This design comes from an exercise in tuning for small area on the open sky130 flow, not from production work.
At most, simulation tests tie the RTL to the original design; equivalence was not proved.
Power is estimated from default activity; no workload was simulated.

==> v22 <==
==> flow/design.v <==
`timescale 1ns/1ps
module uart_ip_top (
    sys_clk,
    reset,
    din,
    ri,
    si,
    tx,
    dout,
    ro,
    so,
    rx
);
    input           sys_clk;
    input           reset;
    input   [0:7]   din;
    input           si;
    output          ri;
    output          tx;
    output  [0:7]   dout;
    input           ro;
    output          so;
    input           rx;
    reg     [8:0]   tc;
    wire            bit_tick = (tc == 9'd434);
    wire            tc_two   = (tc == 9'd2);
    always @(posedge sys_clk, posedge reset)
        if (reset)          tc <= 9'd0;
        else if (bit_tick)  tc <= 9'd1;
        else                tc <= tc + 9'd1;
    reg     [0:7]   tmem [0:15];
    reg     [4:0]   twp;             
    reg     [4:0]   trp;             
    wire    [4:0]   tdx    = twp ^ trp;
    wire            t_full = (tdx == 5'b10000);
    wire            t_ne   = |tdx;
    assign ri = si & ~t_full;
    always @(posedge sys_clk)
        if (ri) tmem[twp[3:0]] <= din;
    always @(posedge sys_clk, posedge reset)
        if (reset)      twp <= 5'd0;
        else if (ri)    twp <= twp + 5'd1;
    reg     [3:0]   tp;
    reg             e_s, e_ss;       
    wire            t_idle = (tp == 4'd3);
    always @(posedge sys_clk, posedge reset)
        if (reset) begin
            tp   <= 4'd3;
            e_s  <= 1'b0;
            e_ss <= 1'b0;
        end
        else if (bit_tick) begin
            e_s  <= t_ne;
            e_ss <= e_s;
            if (t_idle) begin
                if (e_ss) tp <= 4'd7;
            end
            else tp <= tp + 4'd1;
        end
    always @(posedge sys_clk, posedge reset)
        if (reset)                      trp <= 5'd0;
        else if (tc_two && tp == 4'd7)  trp <= trp + 5'd1;
    reg     [0:7]   dt;
    always @(posedge sys_clk)
        if (bit_tick && t_idle && e_ss) dt <= tmem[trp[3:0]];
    wire            dbit = dt[~tp[2:0]];
    reg             par;
    always @(posedge sys_clk)
        if (bit_tick) par <= tp[3] & (par ^ dbit);
    assign tx = tp[3] ? dbit : (tp[2] ? 1'b0 : ((tp[1] | tp[0]) ? 1'b1 : par));
    reg     [4:0]   rc;
    wire            s_tick = (rc == 5'd27);
    wire            rc_two = (rc == 5'd2);
    always @(posedge sys_clk, posedge reset)
        if (reset)          rc <= 5'd0;
        else if (s_tick)    rc <= 5'd1;
        else                rc <= rc + 5'd1;
    reg             d1, d2, d3;
    always @(posedge sys_clk, posedge reset)
        if (reset) begin
            d1 <= 1'b0;
            d2 <= 1'b0;
            d3 <= 1'b0;
        end
        else if (s_tick) begin
            d1 <= rx;
            d2 <= d1;
            d3 <= d2;
        end
    reg             ridle;
    reg     [7:0]   k;
    wire            r_done = ~ridle & (k == 8'd167);
    always @(posedge sys_clk, posedge reset)
        if (reset) ridle <= 1'b1;
        else if (s_tick) begin
            if (ridle) begin
                if (~d2 & d3) ridle <= 1'b0;
            end
            else if (k == 8'd167) ridle <= 1'b1;
        end
    always @(posedge sys_clk)
        if (s_tick) begin
            if (ridle) k <= 8'd0;
            else       k <= k + 8'd1;
        end
    reg     [0:7]   sr;
    wire            shift = ~ridle && k[3:0] == 4'd6 && k[7:4] >= 4'd1 && k[7:4] <= 4'd8;
    always @(posedge sys_clk)
        if (s_tick && shift) sr <= {rx, sr[0:6]};
    reg     [0:7]   rmem [0:15];
    reg     [4:0]   rwp;             
    reg     [4:0]   rrp;
    reg             f_s, f_ss;       
    reg             wp;              
    wire    [4:0]   rdx    = rwp ^ rrp;
    wire            r_full = (rdx == 5'b10000);
    wire            wgo    = wp & rc_two;
    always @(posedge sys_clk, posedge reset)
        if (reset) begin
            f_s  <= 1'b0;
            f_ss <= 1'b0;
            wp   <= 1'b0;
        end
        else begin
            if (s_tick) begin
                f_s  <= r_full;
                f_ss <= f_s;
            end
            if (s_tick && r_done) wp <= ~f_ss;
            else if (rc_two)      wp <= 1'b0;
        end
    always @(posedge sys_clk)
        if (wgo) rmem[rwp[3:0]] <= sr;
    always @(posedge sys_clk, posedge reset)
        if (reset)      rwp <= 5'd0;
        else if (wgo)   rwp <= rwp + 5'd1;
    assign so = |rdx;
    wire rd = so & ro;
    assign dout = rd ? rmem[rrp[3:0]] : 8'd0;
    always @(posedge sys_clk, posedge reset)
        if (reset)      rrp <= 5'd0;
        else if (rd)    rrp <= rrp + 5'd1;
endmodule
==> flow/run.sh <==
#!/bin/bash
# synth_recipe.tcl (not shown) runs the flow's synth.tcl, then flattens the netlist and writes it again
# the make line also repeats each setting of config.mk as NAME=value (left out here)
make -C /OpenROAD-flow-scripts/flow DESIGN_CONFIG=/design/flow/config.mk WORK_HOME=/design/flow/orfs CLKGATE_MAP_FILE= SYNTH_SCRIPT=/design/flow/synth_recipe.tcl finish
==> flow/config.mk <==
export PLATFORM = sky130hd
export DESIGN_NAME = uart_ip_top
export DESIGN_NICKNAME = uart_ip_top
export VERILOG_FILES = /design/flow/design.v
export SDC_FILE = /design/flow/constraint.sdc
export NUM_CORES = 4
export LEC_CHECK = 0
export CAP_MARGIN = 20
export CORE_MARGIN = 2
export CORE_UTILIZATION = 60
export CTS_BUF_LIST = sky130_fd_sc_hd__clkbuf_16
export CTS_CLUSTER_DIAMETER = 80
export CTS_CLUSTER_SIZE = 30
export SLEW_MARGIN = 20
==> flow/constraint.sdc <==
create_clock -name core_clock -period 20.0 [get_ports {sys_clk}]
set_input_delay 4.0000 -clock core_clock [delete_from_list [all_inputs] [get_ports {sys_clk}]]
set_output_delay 4.0000 -clock core_clock [all_outputs]
set_load 0.01 [all_outputs]
==> v31 (differences from v22) <==
==> flow/design.v (replaced) <==
`timescale 1ns/1ps
module uart_ip_top (
    sys_clk,
    reset,
    din,
    ri,
    si,
    tx,
    dout,
    ro,
    so,
    rx
);
    input           sys_clk;
    input           reset;
    input   [0:7]   din;
    input           si;
    output          ri;
    output          tx;
    output  [0:7]   dout;
    input           ro;
    output          so;
    input           rx;
    reg     [8:0]   tc;
    wire            bit_tick = tc[8] & ~tc[7] & tc[6] & ~tc[5] & tc[4] & ~tc[3] & tc[2] & ~tc[0];
    wire            tc_two   = tc[8] & ~tc[7] & ~tc[5] & tc[4] & ~tc[3] & ~tc[2] & ~tc[1] & tc[0];
    always @(posedge sys_clk, posedge reset)
        if (reset)  tc <= 9'b001010100;
        else        tc <= {tc[7:0], tc[8] ^ tc[3] ^ bit_tick};
    reg     [0:7]   tmem [0:15];
    reg     [4:0]   tcnt;
    wire            t_full = tcnt[4];
    wire            t_ne   = |tcnt;
    integer         ti;
    assign ri = si & ~t_full;
    always @(posedge sys_clk)
        if (ri) begin
            tmem[0] <= din;
            for (ti = 1; ti < 16; ti = ti + 1)
                tmem[ti] <= tmem[ti - 1];
        end
    reg     [3:0]   tp;
    reg             e_s, e_ss;       
    wire            t_idle = (tp == 4'd3);
    always @(posedge sys_clk, posedge reset)
        if (reset) begin
            tp   <= 4'd3;
            e_s  <= 1'b0;
            e_ss <= 1'b0;
        end
        else if (bit_tick) begin
            e_s  <= t_ne;
            e_ss <= e_s;
            if (t_idle) begin
                if (e_ss) tp <= 4'd7;
            end
            else tp <= tp + 4'd1;
        end
    wire            t_rd = tc_two && tp == 4'd7;
    always @(posedge sys_clk, posedge reset)
        if (reset)  tcnt <= 5'd0;
        else        tcnt <= tcnt + {4'd0, ri} - {4'd0, t_rd};
    wire    [0:7]   tperm [0:15];
    genvar          tg;
    generate
        for (tg = 0; tg < 16; tg = tg + 1) begin : g_tperm
            assign tperm[tg] = tmem[(tg + 15) % 16];
        end
    endgenerate
    wire    [0:7]   told = tperm[tcnt[3:0]];
    reg     [0:7]   dt;
    always @(posedge sys_clk)
        if (bit_tick && t_idle && e_ss) dt <= told;
    wire            dbit = dt[~tp[2:0]];
    reg             par;
    always @(posedge sys_clk)
        if (bit_tick) par <= tp[3] & (par ^ dbit);
    assign tx = tp[3] ? dbit : (tp[2] ? 1'b0 : ((tp[1] | tp[0]) ? 1'b1 : par));
    reg     [4:0]   rc;
    wire            s_tick = (rc == 5'b01011);
    wire            rc_two = ~rc[4] & rc[3] & rc[2] & ~rc[0];
    always @(posedge sys_clk, posedge reset)
        if (reset)  rc <= 5'b11011;
        else        rc <= {rc[3:0], rc[4] ^ rc[1] ^ s_tick};
    reg             d1, d2, d3;
    always @(posedge sys_clk, posedge reset)
        if (reset) begin
            d1 <= 1'b0;
            d2 <= 1'b0;
            d3 <= 1'b0;
        end
        else if (s_tick) begin
            d1 <= rx;
            d2 <= d1;
            d3 <= d2;
        end
    reg             ridle;
    reg     [7:0]   k;
    wire            k_done = ~k[7] & ~k[6] & k[5];
    wire            r_done = ~ridle & k_done;
    always @(posedge sys_clk, posedge reset)
        if (reset) ridle <= 1'b1;
        else if (s_tick) begin
            if (ridle) begin
                if (~d2 & d3) ridle <= 1'b0;
            end
            else if (k_done) ridle <= 1'b1;
        end
    always @(posedge sys_clk)
        if (s_tick) begin
            if (ridle) k <= 8'h79;
            else       k <= k + 8'd1;
        end
    reg     [0:7]   sr;
    wire            shift = k[7] & (k[3:0] == 4'hf);
    always @(posedge sys_clk)
        if (s_tick && shift) sr <= {rx, sr[0:6]};
    reg     [0:7]   ring [0:15];
    reg     [3:0]   rpos;
    reg     [4:0]   cnt;
    reg             f_s, f_ss;       
    reg             wp;              
    wire            r_full = cnt[4];
    wire            wgo    = wp & rc_two;
    wire            rd     = so & ro;
    wire    [3:0]   wpos   = rpos + cnt[3:0];
    wire            wr_now = ~ridle & ~k[7] & ~k[6] & ~r_full & (wpos == 4'd15);
    always @(posedge sys_clk, posedge reset)
        if (reset) begin
            f_s  <= 1'b0;
            f_ss <= 1'b0;
            wp   <= 1'b0;
        end
        else begin
            if (s_tick) begin
                f_s  <= r_full;
                f_ss <= f_s;
            end
            if (s_tick && r_done) wp <= ~f_ss;
            else if (rc_two)      wp <= 1'b0;
        end
    integer         ri_;
    always @(posedge sys_clk) begin
        for (ri_ = 1; ri_ < 16; ri_ = ri_ + 1)
            ring[ri_] <= ring[ri_ - 1];
        ring[0] <= wr_now ? sr : ring[15];
    end
    always @(posedge sys_clk, posedge reset)
        if (reset) begin
            rpos <= 4'd0;
            cnt  <= 5'd0;
        end
        else begin
            rpos <= rpos + {3'd0, rd} + 4'd1;
            cnt  <= cnt + {4'd0, wgo} - {4'd0, rd};
        end
    assign so   = |cnt;
    assign dout = rd ? ring[rpos] : 8'd0;
endmodule
==> flow/flow/run.sh (new file) <==
#!/bin/bash
# Own layout flow: the standard layout (standard.sh), with these changes.
#  1. Synthesis is ORFS's (synth_recipe.tcl, unchanged), but ABC maps the
#     logic with an area-oriented script (flow/abc_map.script) in place of
#     ORFS's delay-oriented abc_speed.script. Flip-flops are mapped by
#     dfflibmap before ABC runs, so the registers are the standard ones.
#     Adders are left to ABC as plain logic (no ADDER_MAP_FILE cells and no
#     Kogge-Stone carry map), which ABC maps smaller for this design.
#  2. Port buffers use the smallest buffer cell.
#  3. Clock tree synthesis without dummy loads.
# Each tool's output goes to a log file in this folder.
set -euo pipefail
here=$(pwd)
rm -rf "$here/scripts_abc"
cp -r "$FLOW_HOME/scripts" "$here/scripts_abc"
cp "$here/flow/abc_map.script" "$here/scripts_abc/abc_speed.script"
bash standard.sh SCRIPTS_DIR="$here/scripts_abc" ADDER_MAP_FILE= SYNTH_OPERATIONS_ARGS=-nofsm synth > "$here/synth.log" 2>&1
cts="-sink_clustering_enable -repair_clock_nets -dont_use_dummy_load"
cts="$cts -sink_clustering_size $(cat flow/cts_size) -sink_clustering_max_diameter $(cat flow/cts_diam)"
cts="$cts -buf_list $(cat flow/cts_buf)"
bash standard.sh BUFFER_PORTS_ARGS="-buffer_cell sky130_fd_sc_hd__buf_1" CTS_ARGS="$cts" > "$here/layout.log" 2>&1
test -s out/final.def
==> flow/flow/abc_map.script (new file) <==
strash
ifraig
scorr
dc2
strash
&get -n
&st
&dch
&nf -R 1000 -p -C 32 -F 8 -A 8
&put
topo
stime -c
==> flow/flow/cts_buf (new file) <==
sky130_fd_sc_hd__clkbuf_16
==> flow/flow/cts_diam (new file) <==
150
==> flow/flow/cts_size (new file) <==
30
==> flow/standard.sh (new file) <==
#!/bin/bash
# synth_recipe.tcl (not shown) runs the flow's synth.tcl, then flattens the netlist and writes it again
# the make line also repeats each setting of config.mk as NAME=value (left out here)
make -C /OpenROAD-flow-scripts/flow DESIGN_CONFIG=/design/flow/config.mk WORK_HOME=/design/flow/orfs CLKGATE_MAP_FILE= SYNTH_SCRIPT=/design/flow/synth_recipe.tcl "${@:-finish}"
CTS_BUF_LIST = unset   (was sky130_fd_sc_hd__clkbuf_16)
CTS_CLUSTER_DIAMETER = unset   (was 80)
CTS_CLUSTER_SIZE = unset   (was 30)
removed: flow/run.sh
==> v21 (differences from v22) <==
--- a/flow/design.v
+++ b/flow/design.v
@@ -23,22 +23,21 @@
     input           rx;
     reg     [8:0]   tc;
-    wire            bit_tick = (tc == 9'd434);
-    wire            tc_two   = (tc == 9'd2);
+    wire            bit_tick = tc[8] & ~tc[7] & tc[6] & ~tc[5] & tc[4] & ~tc[3] & tc[2] & ~tc[0];
+    wire            tc_two   = tc[8] & ~tc[7] & ~tc[5] & tc[4] & ~tc[3] & ~tc[2] & ~tc[1] & tc[0];
     always @(posedge sys_clk, posedge reset)
-        if (reset)          tc <= 9'd0;
-        else if (bit_tick)  tc <= 9'd1;
-        else                tc <= tc + 9'd1;
+        if (reset)  tc <= 9'b001010100;
+        else        tc <= {tc[7:0], tc[8] ^ tc[3] ^ bit_tick};
     reg     [0:7]   tmem [0:15];
-    reg     [4:0]   twp;             
-    reg     [4:0]   trp;             
-    wire    [4:0]   tdx    = twp ^ trp;
-    wire            t_full = (tdx == 5'b10000);
-    wire            t_ne   = |tdx;
+    reg     [4:0]   tcnt;
+    wire            t_full = tcnt[4];
+    wire            t_ne   = |tcnt;
+    integer         ti;
     assign ri = si & ~t_full;
     always @(posedge sys_clk)
-        if (ri) tmem[twp[3:0]] <= din;
-    always @(posedge sys_clk, posedge reset)
-        if (reset)      twp <= 5'd0;
-        else if (ri)    twp <= twp + 5'd1;
+        if (ri) begin
+            tmem[0] <= din;
+            for (ti = 1; ti < 16; ti = ti + 1)
+                tmem[ti] <= tmem[ti - 1];
+        end
     reg     [3:0]   tp;
     reg             e_s, e_ss;       
@@ -58,10 +57,12 @@
             else tp <= tp + 4'd1;
         end
+    wire            t_rd = tc_two && tp == 4'd7;
     always @(posedge sys_clk, posedge reset)
-        if (reset)                      trp <= 5'd0;
-        else if (tc_two && tp == 4'd7)  trp <= trp + 5'd1;
+        if (reset)  tcnt <= 5'd0;
+        else        tcnt <= tcnt + {4'd0, ri} - {4'd0, t_rd};
+    wire    [3:0]   toldest = tcnt[3:0] - 4'd1;
     reg     [0:7]   dt;
     always @(posedge sys_clk)
-        if (bit_tick && t_idle && e_ss) dt <= tmem[trp[3:0]];
+        if (bit_tick && t_idle && e_ss) dt <= tmem[toldest];
     wire            dbit = dt[~tp[2:0]];
     reg             par;
@@ -70,10 +71,9 @@
     assign tx = tp[3] ? dbit : (tp[2] ? 1'b0 : ((tp[1] | tp[0]) ? 1'b1 : par));
     reg     [4:0]   rc;
-    wire            s_tick = (rc == 5'd27);
-    wire            rc_two = (rc == 5'd2);
+    wire            s_tick = (rc == 5'b01011);
+    wire            rc_two = ~rc[4] & rc[3] & rc[2] & ~rc[0];
     always @(posedge sys_clk, posedge reset)
-        if (reset)          rc <= 5'd0;
-        else if (s_tick)    rc <= 5'd1;
-        else                rc <= rc + 5'd1;
+        if (reset)  rc <= 5'b11011;
+        else        rc <= {rc[3:0], rc[4] ^ rc[1] ^ s_tick};
     reg             d1, d2, d3;
     always @(posedge sys_clk, posedge reset)
@@ -108,12 +108,14 @@
     always @(posedge sys_clk)
         if (s_tick && shift) sr <= {rx, sr[0:6]};
-    reg     [0:7]   rmem [0:15];
-    reg     [4:0]   rwp;             
-    reg     [4:0]   rrp;
+    reg     [0:7]   ring [0:15];
+    reg     [3:0]   rpos;
+    reg     [4:0]   cnt;
     reg             f_s, f_ss;       
     reg             wp;              
-    wire    [4:0]   rdx    = rwp ^ rrp;
-    wire            r_full = (rdx == 5'b10000);
+    wire            r_full = cnt[4];
     wire            wgo    = wp & rc_two;
+    wire            rd     = so & ro;
+    wire    [3:0]   wpos   = rpos + cnt[3:0];
+    wire            wr_now = ~ridle & k[7] & k[5] & ~r_full & (wpos == 4'd15);
     always @(posedge sys_clk, posedge reset)
         if (reset) begin
@@ -130,14 +132,20 @@
             else if (rc_two)      wp <= 1'b0;
         end
-    always @(posedge sys_clk)
-        if (wgo) rmem[rwp[3:0]] <= sr;
+    integer         ri_;
+    always @(posedge sys_clk) begin
+        for (ri_ = 1; ri_ < 16; ri_ = ri_ + 1)
+            ring[ri_] <= ring[ri_ - 1];
+        ring[0] <= wr_now ? sr : ring[15];
+    end
     always @(posedge sys_clk, posedge reset)
-        if (reset)      rwp <= 5'd0;
-        else if (wgo)   rwp <= rwp + 5'd1;
-    assign so = |rdx;
-    wire rd = so & ro;
-    assign dout = rd ? rmem[rrp[3:0]] : 8'd0;
-    always @(posedge sys_clk, posedge reset)
-        if (reset)      rrp <= 5'd0;
-        else if (rd)    rrp <= rrp + 5'd1;
+        if (reset) begin
+            rpos <= 4'd0;
+            cnt  <= 5'd0;
+        end
+        else begin
+            rpos <= rpos + {3'd0, rd} + 4'd1;
+            cnt  <= cnt + {4'd0, wgo} - {4'd0, rd};
+        end
+    assign so   = |cnt;
+    assign dout = rd ? ring[rpos] : 8'd0;
 endmodule
==> notes.md <==
| quantity | v22 | v31 | v21 |
|---|---|---|---|
| Run status | finished clean | finished clean | finished clean |
| Post-Syn Nets | 763 | 657 | 881 |
| Repair and plain buffers | 33 | 38 | 35 |
| Most frequent cell on the critical path | clkdlybuf4s50_1 | buf_1 | clkdlybuf4s50_1 |
| Max FO, Critical Path | 15 | 62 | 10 |
| Worst clock skew | 0.01695 ns | 0.03160 ns | 0.01767 ns |
| Number of DRC violations after detailed-routing iteration 0 | 432 | 840 | 653 |
| Post-detail-place hpwl | 15.20 mm | 13.60 mm | 15.12 mm |
| Signal buffers share of area | 2.145% | 1.754% | 2.480% |
| Share of synthesized area spent on multiplexers | 12.59% | 1.719% | 7.158% |
| Endpoint of the most critical register-to-register path | tmem[2][7]$_DFFE_PP_ | cnt[4]$_DFF_PP0_ | dt[2]$_DFFE_PP_ |
| Number of clock buffers inserted by TritonCTS | 15 | 14 | 15 |
| Largest net degree at the start of global routing | 48 | 71 | 82 |
| Critical path endpoint | ri | ri | dout[1] |
| Post-Place Cell Area | 13800 um^2 | 10990 um^2 | 12430 um^2 |
| Wire length on met1 | 10.17 mm | 9.397 mm | 10.40 mm |
| Netlist Area Pre-Place | 13350 um^2 | 10480 um^2 | 12010 um^2 |
| WL met2 | 12.24 mm | 10.37 mm | 11.79 mm |
| Critical-path top delay cell | clkdlybuf4s50_1 | buf_4 | clkdlybuf4s50_1 |
| Seq cells | 328 | 322 | 322 |
| Arrival time reported for the critical path endpoint | 5.57 ns | 5.02 ns | 5.88 ns |
| Depth of the worst register-to-register path | 4 | 9 | 7 |
| Share of layout cells above drive strength 1 | 13.96% | 6.466% | 12.02% |
| Stages on worst setup path | 3 | 4 | 5 |
| Portion of total power attributed to combinational logic | 5.9% | 18.8% | 19.7% |
| Synth Area in Adders | 1.687% | 0% | 2.896% |
No functional check of the RTL was part of v21.

## port drivers added, routing unchanged
In the flow no input, the clock included, has a driving cell. The finished layouts below were timed again as built, in two steps.
Step 1 (the two cells are an assumption about what drives the block):
set clk [get_ports {sys_clk}]
set_driving_cell -lib_cell sky130_fd_sc_hd__clkbuf_16 $clk
set_driving_cell -lib_cell sky130_fd_sc_hd__buf_2 [delete_from_list [all_inputs] $clk]
Step 2 times the ports against the registers' clock, not the clock port: input delays grow and output delays shrink by t, the midpoint of the rising clock arrivals with the driver on.
Three values: ideal ports, drivers, drivers and shift; two values: the first two.
run | shift t [ns] | setup slack, ns | pins driven straight from the clock port
v22 | 0.540 | 10.432 / 10.411 / 10.411 | 1
v31 | 0.517 | 10.979 / 10.956 / 10.956 | 1
v21 | 0.548 | 10.124 / 10.097 / 10.097 | 1
After both steps setup and hold are still met in every run listed. For v21, which loses most, drivers alone change the setup slack by -0.027 ns; drivers and shift together by -0.027 ns.
